Background: an optimization exercise with open tools, aiming at small area. Do not read the settings as production practice. In this exercise RTL edits were held to simulation tests only and were not proved equivalent to the original. No activity file was given, so power comes from the tool's default toggle rates.

## car
module car(
	input        clk,
	input        rst,
	input        left_echo,
	input        right_echo,
	input        mid_echo,
	input  [3:0] switch,
	input  [3:0] fire,
	output       left_trig,
	output       right_trig,
	output       mid_trig,
	output       left_pwm,
	output       right_pwn,
	output       duoji,
	output [3:0] select,
	output [7:0] digit,
	output [3:0] pin_name1,
	output [7:0] pin_name2,
	output [3:0] pin_name3,
	output [7:0] pin_name4,
	output [3:0] out1,
	output [3:0] out2
);
reg  [5:0] p40;
wire       en62 = (p40 == 6'h16);                  
always @(posedge clk)
	if (rst)       p40 <= 6'h00;
	else if (en62) p40 <= 6'h27;                   
	else           p40 <= {~p40[4:0], p40[5] ^ p40[4]};
reg [24:0] tcnt;
reg        trig;
wire       twrap = (tcnt == 25'h0b02aed);          
wire       tfall = (tcnt == 25'h06aaa27);          
always @(posedge clk)
	if (rst | twrap) tcnt <= 25'h0;
	else             tcnt <= {~tcnt[23:0], tcnt[24] ^ tcnt[21]};
always @(posedge clk)
	if (rst)        trig <= 1'b0;
	else if (twrap) trig <= 1'b1;
	else if (tfall) trig <= 1'b0;
assign left_trig  = trig;
assign right_trig = trig;
assign mid_trig   = trig;
reg [15:0] dcnt;
wire       endisp = (dcnt == 16'h1247);            
always @(posedge clk)
	if (rst)         dcnt <= 16'h0;
	else if (endisp) dcnt <= 16'h6271;             
	else             dcnt <= {~dcnt[14:0], ~(dcnt[15] ^ dcnt[14] ^ dcnt[12] ^ dcnt[3])};
reg [1:0] cur;
reg       valid;
always @(posedge clk)
	if (rst) begin
		cur   <= 2'd3;
		valid <= 1'b0;
	end else if (endisp) begin
		cur   <= cur + 2'd1;
		valid <= 1'b1;
	end
wire latch = endisp & (cur == 2'd2);
wire [3:0] oh = valid ? (4'b0001 << cur) : 4'b0000;
wire l_lt, l_eq, r_lt, r_eq, m_lt, m_eq;
ultrasonic_new inst8(
	.clk(clk), .rst(rst), .echo(left_echo), .en62(en62), .endisp(endisp),
	.latch(latch), .cur(cur), .oh(oh),
	.sel(pin_name1), .seg(pin_name2), .lt(l_lt), .eq(l_eq));
ultrasonic_new inst11(
	.clk(clk), .rst(rst), .echo(right_echo), .en62(en62), .endisp(endisp),
	.latch(latch), .cur(cur), .oh(oh),
	.sel(pin_name3), .seg(pin_name4), .lt(r_lt), .eq(r_eq));
ultrasonic_new inst(
	.clk(clk), .rst(rst), .echo(mid_echo), .en62(en62), .endisp(endisp),
	.latch(latch), .cur(cur), .oh(oh),
	.sel(select), .seg(digit), .lt(m_lt), .eq(m_eq));
distribute inst1(.out1(out1), .out2(out2));
bizhang inst2(
  ...
export LEC_CHECK = 0
export CAP_MARGIN = 20
export CORE_MARGIN = 2
export CORE_UTILIZATION = 40
export SLEW_MARGIN = 20
create_clock -name core_clock -period 20.0 [get_ports {clk}]
standard.sh (not shown) runs the stock make flow with config.mk's settings and CLKGATE_MAP_FILE= SYNTH_SCRIPT=/design/flow/synth_recipe.tcl, a recipe that flattens the netlist after the stock synthesis.
==> flow/flow/run.sh <==
#!/bin/bash
# Own layout flow: the standard synthesis, then the combinational logic
# between the (unchanged) registers is re-mapped by ABC for area, then the
# standard ORFS layout steps. Each tool's output goes to a log file here.
set -euo pipefail
W=$(pwd)
R=$W/orfs/results/$FLOW_PLATFORM/car/base
LIB=$FLOW_HOME/platforms/$FLOW_PLATFORM/lib/sky130_fd_sc_hd__tt_025C_1v80.lib

# 1. standard synthesis
bash standard.sh synth > $W/flow_synth.log 2>&1

# 2. area re-mapping of the logic; registers and tie cells are kept as they are
DU=$(sed -n '/^export DONT_USE_CELLS/,/^$/p' $FLOW_HOME/platforms/$FLOW_PLATFORM/config.mk \
     | tr -d '\\' | tr ' \t' '\n\n' | grep '^sky130' | sed 's/^/-dont_use /' | tr '\n' ' ')
cp $R/1_2_yosys.v $W/std_synth.v
cat > $W/remap.ys <<EOT
read_liberty -ignore_miss_func $LIB
blackbox sky130_fd_sc_hd__df* sky130_fd_sc_hd__conb_1
read_verilog $W/std_synth.v
hierarchy -top $FLOW_TOP
flatten
delete t:\$scopeinfo
opt_clean
opt
abc -script $W/flow/area.abc -liberty $LIB $DU
opt_clean -purge
read_liberty -lib -overwrite $LIB
hilomap -singleton -hicell sky130_fd_sc_hd__conb_1 HI -locell sky130_fd_sc_hd__conb_1 LO
splitnets
opt_clean -purge
tee -o $W/remap_stat.txt stat -liberty $LIB
check -assert -mapped
write_verilog -noattr -nohex -nodec $W/remap.v
EOT
yosys -s $W/remap.ys > $W/flow_remap.log 2>&1
cp $W/remap.v $R/1_2_yosys.v
touch $R/1_2_yosys.v

# 3. layout
export BUFFER_PORTS_ARGS="-buffer_cell sky130_fd_sc_hd__buf_1"
export CTS_ARGS="$(cat $W/flow/cts.args)"
bash standard.sh finish > $W/flow_finish.log 2>&1
==> flow/flow/area.abc <==
strash
&get -n
&fraig -x
&put
scorr
dc2
strash
&get -n
&dch -f
&nf -R 1000
&put
strash
&get -n
&dch -f
&nf -R 1000
&put
==> flow/flow/cts.args <==
-sink_clustering_enable -repair_clock_nets -dont_use_dummy_load -buf_list sky130_fd_sc_hd__clkbuf_4 -sink_clustering_size 10 -sink_clustering_max_diameter 40
The baseline completed with no timing, DRC or antenna violations.
Rerun with:
==> flow/flow/cts.args (replaced) <==
-sink_clustering_enable -repair_clock_nets -dont_use_dummy_load -buf_list sky130_fd_sc_hd__clkbuf_8 -sink_clustering_size 16 -sink_clustering_max_diameter 40
Via count goes down by 0.68%.
Setup slack gets better by 0.090 ns.
Clock skew goes down by 0.027 ns.
Die area is unchanged.

* * *

Setup of JK:
The RTL this note starts from:
==> flow/design.v <==
module distribute(out1,out2);
output [3:0] out1;
output [3:0] out2;
assign out1 = 4'b1111;
assign out2 = 4'b0000;
endmodule
module ultrasonic_new(clk,rst,echo,en62,endisp,latch,oh,sel,seg,lt,eq);
input        clk, rst, echo;
input        en62;         
input        endisp;       
input        latch;        
input  [3:0] oh;           
output [3:0] sel;
output [7:0] seg;
output reg   lt;           
output reg   eq;           
function [3:0] inc;
input [3:0] d;
begin : incb
reg [3:0] r, n;
r = d ^ 4'd2;
n = {r[3] ^ (r[2] & ~r[0]), r[1] & r[0], r[0], ~r[2]};
inc = n ^ 4'd2;
end
endfunction
function is9;
input [3:0] d;
is9 = (d ^ 4'd2) == 4'b1110;
endfunction
function [7:0] dis;
input [3:0] d;
begin
case(d)
4'b0000: dis = 8'b00000000;
4'b0001: dis = 8'b11011010;
4'b0010: dis = 8'b11111100;
4'b0011: dis = 8'b01100000;
4'b0100: dis = 8'b01100110;
4'b0101: dis = 8'b11110010;
4'b0110: dis = 8'b11111110;
4'b0111: dis = 8'b01100010;
4'b1000: dis = 8'b10100000;
4'b1001: dis = 8'b11100000;
4'b1010: dis = 8'b10110110;
4'b1011: dis = 8'b10111110;
4'b1100: dis = 8'b11110110;
4'b1101: dis = 8'b11111110;
4'b1110: dis = 8'b11110110;
4'b1111: dis = 8'b11111110;
endcase
end
endfunction
reg ebuf, flag;
always @(posedge clk)
	if (rst) begin
		ebuf <= 1'b0;
		flag <= 1'b0;
	end else begin
		ebuf <= echo;
		flag <= ebuf;
	end
wire rising = ebuf & ~flag;
reg  [8:0] c289;
wire       mm = (c289 == 9'h07f);
always @(posedge clk)
	if (rst | rising | mm) c289 <= 9'h0;
	else             c289 <= {~c289[7:0], ~(c289[8] ^ c289[4])};
reg [3:0] d1, d2, d3, d4;
reg       stale;
wire i1 = flag & mm;
wire i2 = i1 & is9(d1);
wire i3 = i2 & is9(d2);
wire i4 = i3 & is9(d3);
wire keep4 = latch | (oh[3] & ~endisp);            
always @(posedge clk)
	if (rst | rising) begin
		d1 <= 4'd2; d2 <= 4'd2; d3 <= 4'd2;
	end else begin
		if (i1) d1 <= inc(d1);
		if (i2) d2 <= inc(d2);
		if (i3) d3 <= inc(d3);
	end
always @(posedge clk)
	if (rst | (rising & ~keep4) | (endisp & stale))
		d4 <= 4'd2;
	else if (i4)
		d4 <= inc(d4);
always @(posedge clk)
	if (rst)                   stale <= 1'b0;
	else if (rising & keep4)   stale <= 1'b1;
	else if (endisp)           stale <= 1'b0;
reg [3:0] l1, l2, l3;
reg       l4z;
reg       all;
always @(posedge clk)
	if (rst) begin
		l1 <= 4'd2; l2 <= 4'd2; l3 <= 4'd2; l4z <= 1'b1;
		all <= 1'b0;
	end else if (endisp) begin
		all <= flag;
		if (flag) begin
			l1 <= 4'd2; l2 <= 4'd2; l3 <= 4'd2; l4z <= 1'b1;
		end else if (latch) begin
			l1 <= d1; l2 <= d2; l3 <= d3; l4z <= (d4 == 4'd2);
		end
	end
wire [3:0] r1 = l1 ^ 4'd2, r2 = l2 ^ 4'd2, r3 = l3 ^ 4'd2;
wire l3lo = ~r3[3] & ~r3[2] & ~r3[1];              
wire clt  = l4z & l3lo & (~r3[0] | ~r2[3]);        
wire ceq  = l4z & l3lo & r3[0] & r2[3] & ~r2[2] & ~r2[0]
            & ~r1[3] & ~r1[2] & ~r1[0];            
always @(posedge clk)
	if (rst) begin
		lt <= 1'b1;
		eq <= 1'b0;
	end else if (en62) begin
		lt <= clt;
		eq <= ceq;
	end
wire [3:0] l4 = all ? 4'd2 : d4;               
wire [3:0] shown = ({4{oh[0]}} & l1) | ({4{oh[1]}} & l2) | ({4{oh[2]}} & l3) | ({4{oh[3]}} & l4);
assign seg = dis(shown);
assign sel = {4{all}} | oh;
endmodule
module bizhang(clk,rst,t0,left_wheel_PWM_OUT,right_wheel_PWM_OUT,l_lt,l_eq,r_lt,r_eq,m_lt,fire,steering_engine_PWM_OUT,switch);
		input		clk;
		input		rst;
		input		t0;              
		input		l_lt, l_eq;      
		input		r_lt, r_eq;      
		input		m_lt;            
		input		[3:0]switch;
		input		[3:0]fire;
		output reg right_wheel_PWM_OUT;
		output reg left_wheel_PWM_OUT;
		output reg steering_engine_PWM_OUT;
reg [2:0] w5;
reg [6:0] wh;
reg [6:0] wlim;
always @(*)
	case (switch)
	4'b0000: wlim = 7'd44;
	4'b0001: wlim = 7'd45;
	4'b0011: wlim = 7'd46;
	4'b0111: wlim = 7'd47;
	4'b1111: wlim = 7'd48;
	default: wlim = 7'd20;
	endcase
wire rev   = m_lt || (fire == 4'b1111);
wire w50   = (w5 == 3'b000);
wire wl0   = w50 & ~t0;                            
wire wwrap = (wh == 7'd91) & w50 & t0;             
always @(posedge clk)
	if (rst | wwrap) begin
		w5 <= 3'b000;
		wh <= 7'd0;
	end else begin
		w5 <= {w5[1] & w5[0], w5[0], ~w5[2]};
		if (wl0) wh <= wh + 7'd1;
	end
always @(posedge clk)
	if (rst) begin
		right_wheel_PWM_OUT <= 1'b0;
		left_wheel_PWM_OUT  <= 1'b0;
	end else if (~wwrap) begin
		right_wheel_PWM_OUT <= ~rev & (wh <= wlim);
		left_wheel_PWM_OUT  <= rev & (wh <= 7'd30);
	end
localparam K55 = 2'd0, K70 = 2'd1, K80 = 2'd3, K85 = 2'd2;
reg [9:0]  sh;
reg [9:0]  sl;
reg [1:0]  k;
reg        hi;
wire       sl0   = (sl == 10'h000);
wire       swrap = (sh == 10'd1001);               
always @(*)
	case (k)
	K55:     hi = (sh <= 10'd55);
	K70:     hi = (sh <= 10'd70);
	K80:     hi = (sh <= 10'd80);
	default: hi = (sh <= 10'd85);
	endcase
wire l_gt = ~l_lt & ~l_eq;
wire r_gt = ~r_lt & ~r_eq;
always @(posedge clk)
	if (rst | swrap) begin
		sh <= 10'd0;
		sl <= 10'h0;
	end else if (sl0) begin
		sh <= sh + 10'd1;
		sl <= 10'h3f0;
	end else
		sl <= {~sl[8:0], sl[9] ^ sl[6]};
always @(posedge clk)
	if (rst) begin
		k <= K55;
		steering_engine_PWM_OUT <= 1'b0;
	end else if (~swrap) begin
		if (l_lt) begin
			k <= K55;
			steering_engine_PWM_OUT <= hi;
		end else if (r_lt) begin
			k <= K85;
			steering_engine_PWM_OUT <= hi;
		end else if (l_gt && r_gt) begin
			if (~fire[1] | ~fire[2]) k <= K70;
			else if (~fire[0])       k <= K80;
			else if (~fire[3])       k <= K55;
			else                     k <= K70;
			steering_engine_PWM_OUT <= hi;
		end
	end
endmodule
module car(
	input        clk,
	input        rst,
	input        left_echo,
	input        right_echo,
	input        mid_echo,
	input  [3:0] switch,
	input  [3:0] fire,
	output       left_trig,
	output       right_trig,
	output       mid_trig,
	output       left_pwm,
	output       right_pwn,
	output       duoji,
	output [3:0] select,
	output [7:0] digit,
	output [3:0] pin_name1,
	output [7:0] pin_name2,
	output [3:0] pin_name3,
	output [7:0] pin_name4,
	output [3:0] out1,
	output [3:0] out2
);
reg [5:0]  c64;
reg [2:0]  c5;
always @(posedge clk)
	if (rst) begin
		c64 <= 6'd0;
		c5  <= 3'b000;
	end else begin
		c64 <= c64 + 6'd1;
		c5  <= {c5[1] & c5[0], c5[0], ~c5[2]};
	end
wire       en62 = (c64[2:0] == 3'd1) & (c5 == 3'b011);   
reg [18:0] b19;
wire       bmatch = ({b19[18:3], b19[1:0]} == {16'ha502, 2'b01});
wire       bwrap  = bmatch & ~b19[2];              
wire       b624   = bmatch &  b19[2];              
always @(posedge clk)
	if (rst | bwrap) b19 <= 19'h1dbb2;
	else             b19 <= {~b19[17:0], ~(b19[18] ^ b19[5] ^ b19[1] ^ b19[0])};
reg        trig;
wire       twrap = bwrap & (c64 == 6'd63);         
wire       tfall = b624  & (c64 == 6'd48);         
always @(posedge clk)
	if (rst)        trig <= 1'b0;
	else if (twrap) trig <= 1'b1;
	else if (tfall) trig <= 1'b0;
assign left_trig  = trig;
assign right_trig = trig;
assign mid_trig   = trig;
reg [14:0] d15;
wire       dwrap  = (d15 == 15'h06bb);             
wire       endisp = dwrap & ~c64[0];
always @(posedge clk)
	if (rst | dwrap) d15 <= 15'h0;
	else             d15 <= {~d15[13:0], d15[14] ^ d15[13]};
reg [1:0] cur;
reg       valid;
always @(posedge clk)
	if (rst) begin
		cur   <= 2'd3;
		valid <= 1'b0;
	end else if (endisp) begin
		cur   <= cur + 2'd1;
		valid <= 1'b1;
	end
wire latch = endisp & (cur == 2'd2);
wire [3:0] oh = valid ? (4'b0001 << cur) : 4'b0000;
wire l_lt, l_eq, r_lt, r_eq, m_lt, m_eq;
ultrasonic_new inst8(
	.clk(clk), .rst(rst), .echo(left_echo), .en62(en62), .endisp(endisp),
	.latch(latch), .oh(oh),
	.sel(pin_name1), .seg(pin_name2), .lt(l_lt), .eq(l_eq));
ultrasonic_new inst11(
	.clk(clk), .rst(rst), .echo(right_echo), .en62(en62), .endisp(endisp),
	.latch(latch), .oh(oh),
	.sel(pin_name3), .seg(pin_name4), .lt(r_lt), .eq(r_eq));
ultrasonic_new inst(
	.clk(clk), .rst(rst), .echo(mid_echo), .en62(en62), .endisp(endisp),
	.latch(latch), .oh(oh),
	.sel(select), .seg(digit), .lt(m_lt), .eq(m_eq));
distribute inst1(.out1(out1), .out2(out2));
bizhang inst2(
	.clk(clk), .rst(rst), .t0(c64[0]),
	.left_wheel_PWM_OUT(left_pwm), .right_wheel_PWM_OUT(right_pwn),
	.l_lt(l_lt), .l_eq(l_eq), .r_lt(r_lt), .r_eq(r_eq), .m_lt(m_lt),
	.fire(fire), .steering_engine_PWM_OUT(duoji), .switch(switch));
endmodule
clock: 20.0 ns
lec_check: 0
cap_margin: 10
core_margin: 2
core_utilization: 60
gpl_timing_driven: 0
slew_margin: 10
==> flow/flow/run.sh <==
#!/bin/bash
# Own layout flow: the standard synthesis; then the combinational logic
# between the (unchanged) registers is re-mapped by ABC for area (several
# ABC runs in parallel, the smallest result kept); then the standard ORFS
# layout steps with 1x port buffers, no tie-cell fanout repair and the
# clock tree settings in cts.args. Each tool's output goes to a log file here.
set -euo pipefail
W=$(pwd)
R=$W/orfs/results/$FLOW_PLATFORM/car/base
LIB=$FLOW_HOME/platforms/$FLOW_PLATFORM/lib/sky130_fd_sc_hd__tt_025C_1v80.lib

# 1. standard synthesis
bash standard.sh synth > $W/flow_synth.log 2>&1

# 2. area re-mapping of the logic; registers and tie cells are kept as they are
DU=$(sed -n '/^export DONT_USE_CELLS/,/^$/p' $FLOW_HOME/platforms/$FLOW_PLATFORM/config.mk \
     | tr -d '\\' | tr ' \t' '\n\n' | grep '^sky130' | sed 's/^/-dont_use /' | tr '\n' ' ')
cp $R/1_2_yosys.v $W/std_synth.v
NR=12
remap_one() {
  local i=$1
  if [[ $i == 0 ]]; then cp $W/flow/area_fast.abc $W/area_$i.abc
  else sed "s/@SEED@/$i/" $W/flow/area.abc > $W/area_$i.abc; fi
  cat > $W/remap_$i.ys <<EOT
read_liberty -ignore_miss_func $LIB
blackbox sky130_fd_sc_hd__df* sky130_fd_sc_hd__conb_1
read_verilog $W/std_synth.v
hierarchy -top $FLOW_TOP
flatten
delete t:\$scopeinfo
opt_clean
opt
abc -script $W/area_$i.abc -liberty $LIB $DU
opt_clean -purge
read_liberty -lib -overwrite $LIB
hilomap -singleton -hicell sky130_fd_sc_hd__conb_1 HI -locell sky130_fd_sc_hd__conb_1 LO
splitnets
opt_clean -purge
tee -o $W/remap_stat_$i.txt stat -liberty $LIB
check -assert -mapped
write_verilog -noattr -nohex -nodec $W/remap_$i.v
EOT
  yosys -s $W/remap_$i.ys > $W/flow_remap_$i.log 2>&1 || true
}
# ABC runs, four at a time (run 0 is a quick fixed script, the others use
# &deepsyn with different seeds)
for wave in "0 1 2 3" "4 5 6 7" "8 9 10 11"; do
  for i in $wave; do remap_one $i & done
  wait
done
best=""; barea=""
for i in $(seq 0 $((NR-1))); do
  if [[ -s $W/remap_$i.v ]] && grep -q "Chip area" $W/remap_stat_$i.txt; then
    a=$(grep "Chip area" $W/remap_stat_$i.txt | awk '{print $NF}')
    echo "remap $i: $a" >> $W/remap_choice.txt
    if [[ -z "$best" ]] || awk -v a="$a" -v b="$barea" 'BEGIN{exit !(a<b)}'; then best=$i; barea=$a; fi
  fi
done
echo "kept remap $best ($barea)" >> $W/remap_choice.txt
cp $W/remap_$best.v $R/1_2_yosys.v
touch $R/1_2_yosys.v

# 3. layout
export BUFFER_PORTS_ARGS="-buffer_cell sky130_fd_sc_hd__buf_1"
export SKIP_REPAIR_TIE_FANOUT=1
export CTS_ARGS="$(cat $W/flow/cts.args)"
bash standard.sh finish > $W/flow_finish.log 2>&1
==> flow/flow/cts.args <==
-sink_clustering_enable -repair_clock_nets -dont_use_dummy_load -buf_list sky130_fd_sc_hd__clkbuf_4 -sink_clustering_size 11 -sink_clustering_max_diameter 40
Other scripts of this flow, unchanged in this note and not shown: flow/flow/area.abc, flow/flow/area_fast.abc
JK completed end to end with timing, DRC and antenna clean.
Relative to JK, the following input files were edited for MS:
==> flow/flow/cts.args <==
-sink_clustering_enable -repair_clock_nets -dont_use_dummy_load -buf_list sky130_fd_sc_hd__clkbuf_4 -sink_clustering_size 10 -sink_clustering_max_diameter 50
MS finished end to end and its layout was clean on timing, DRC and antenna.
MS vs JK, sequential share of power went up by 0.8 points.
Looking at number of clock buffers in the layout, MS sits about 11% lower than JK does.
In terms of switching part of the total power, JK and MS differ only marginally.
JK → MS: routed wire length moved up, global-route wire length before repair shrank by about 0.35%, worst hold-check slack decreased by 0.011 ns relative to the old numbers.
When MS is set beside JK, its arrival time of data at the critical path endpoint turns out to be 0.04 ns larger.
Edits applied to the flow inputs when going from MS to AL:
--- a/flow/flow/run.sh
+++ b/flow/flow/run.sh
@@ -18,3 +18,3 @@
 cp $R/1_2_yosys.v $W/std_synth.v
-NR=12
+NR=20
 remap_one() {
@@ -46,3 +46,3 @@
 # &deepsyn with different seeds)
-for wave in "0 1 2 3" "4 5 6 7" "8 9 10 11"; do
+for wave in "0 1 2 3" "4 5 6 7" "8 9 10 11" "12 13 14 15" "16 17 18 19"; do
   for i in $wave; do remap_one $i & done
--- outcome ---
Any difference in area of all placed cells without fillers between AL and MS is small enough to ignore.
Internal power contribution essentially unchanged between AL and MS.
AL — core utilization of the finished layout 0.18 points lower, MS as reference
MS and AL ended up with roughly the same fraction of power spent switching nets.
### AL -> TR
Settings: changing CAP_MARGIN from 10 to 0; changing SLEW_MARGIN from 10 to 0.
--- a/flow/flow/run.sh
+++ b/flow/flow/run.sh
@@ -18,3 +18,3 @@
 cp $R/1_2_yosys.v $W/std_synth.v
-NR=20
+NR=12
 remap_one() {
@@ -46,3 +46,3 @@
 # &deepsyn with different seeds)
-for wave in "0 1 2 3" "4 5 6 7" "8 9 10 11" "12 13 14 15" "16 17 18 19"; do
+for wave in "0 1 2 3" "4 5 6 7" "8 9 10 11"; do
   for i in $wave; do remap_one $i & done
==> flow/flow/cts.args <==
-sink_clustering_enable -repair_clock_nets -dont_use_dummy_load -buf_list sky130_fd_sc_hd__clkbuf_4 -sink_clustering_size 10 -sink_clustering_max_diameter 40
### Flow results
The faster design of the two is TR; AL tops out lower.
The worst reg-to-reg path cell count in TR was lower than what AL gave.
Against AL, average via count per standard cell in TR fell slightly.
Initial detailed-routing violation count sits higher in TR than in AL.
TR vs AL — cell area power density climbed slightly
TR does worse than AL on total power draw.
Between AL and TR, largest voltage drop on the vdd net is higher for TR, AL comes in under that.

-- what the ideal ports hide --
The results above use ideal ports. As a check the final layouts listed here were re-extracted and re-timed, cells and wires unchanged. Step 1 sets driving cells, clkbuf_16 on the clock port and buf_2 on the other inputs (assumed; they add their load-dependent delay and slew). Step 2 adds t to the input delays and takes it off the output delays; t is the mean of the earliest and latest rising clock arrival at the registers after step 1. Input paths then give back, and output paths get back, about the clock's delay inside the block. Three values: ideal, step 1, step 2; two values: the first two.
run	t (ns)	slack for setup (ns)	worst register clock-pin slew, ns	cell pins on the clock port's net
the first run of note 1	0.630	12.744 / 12.708 / 13.338	0.10 / 0.10	1
the second run of note 1	0.539	12.834 / 12.798 / 13.337	0.07 / 0.07	1
JK	0.652	12.716 / 12.680 / 12.598	0.12 / 0.12	1
MS	0.643	12.684 / 12.649 / 12.643	0.11 / 0.11	1
AL	0.648	12.533 / 12.498 / 12.835	0.11 / 0.11	1
TR	0.655	12.736 / 12.700 / 12.645	0.11 / 0.11	1
After both steps setup and hold are still met in every run listed. For JK, which loses most, drivers alone change the setup slack by -0.036 ns; drivers and shift together by -0.118 ns.
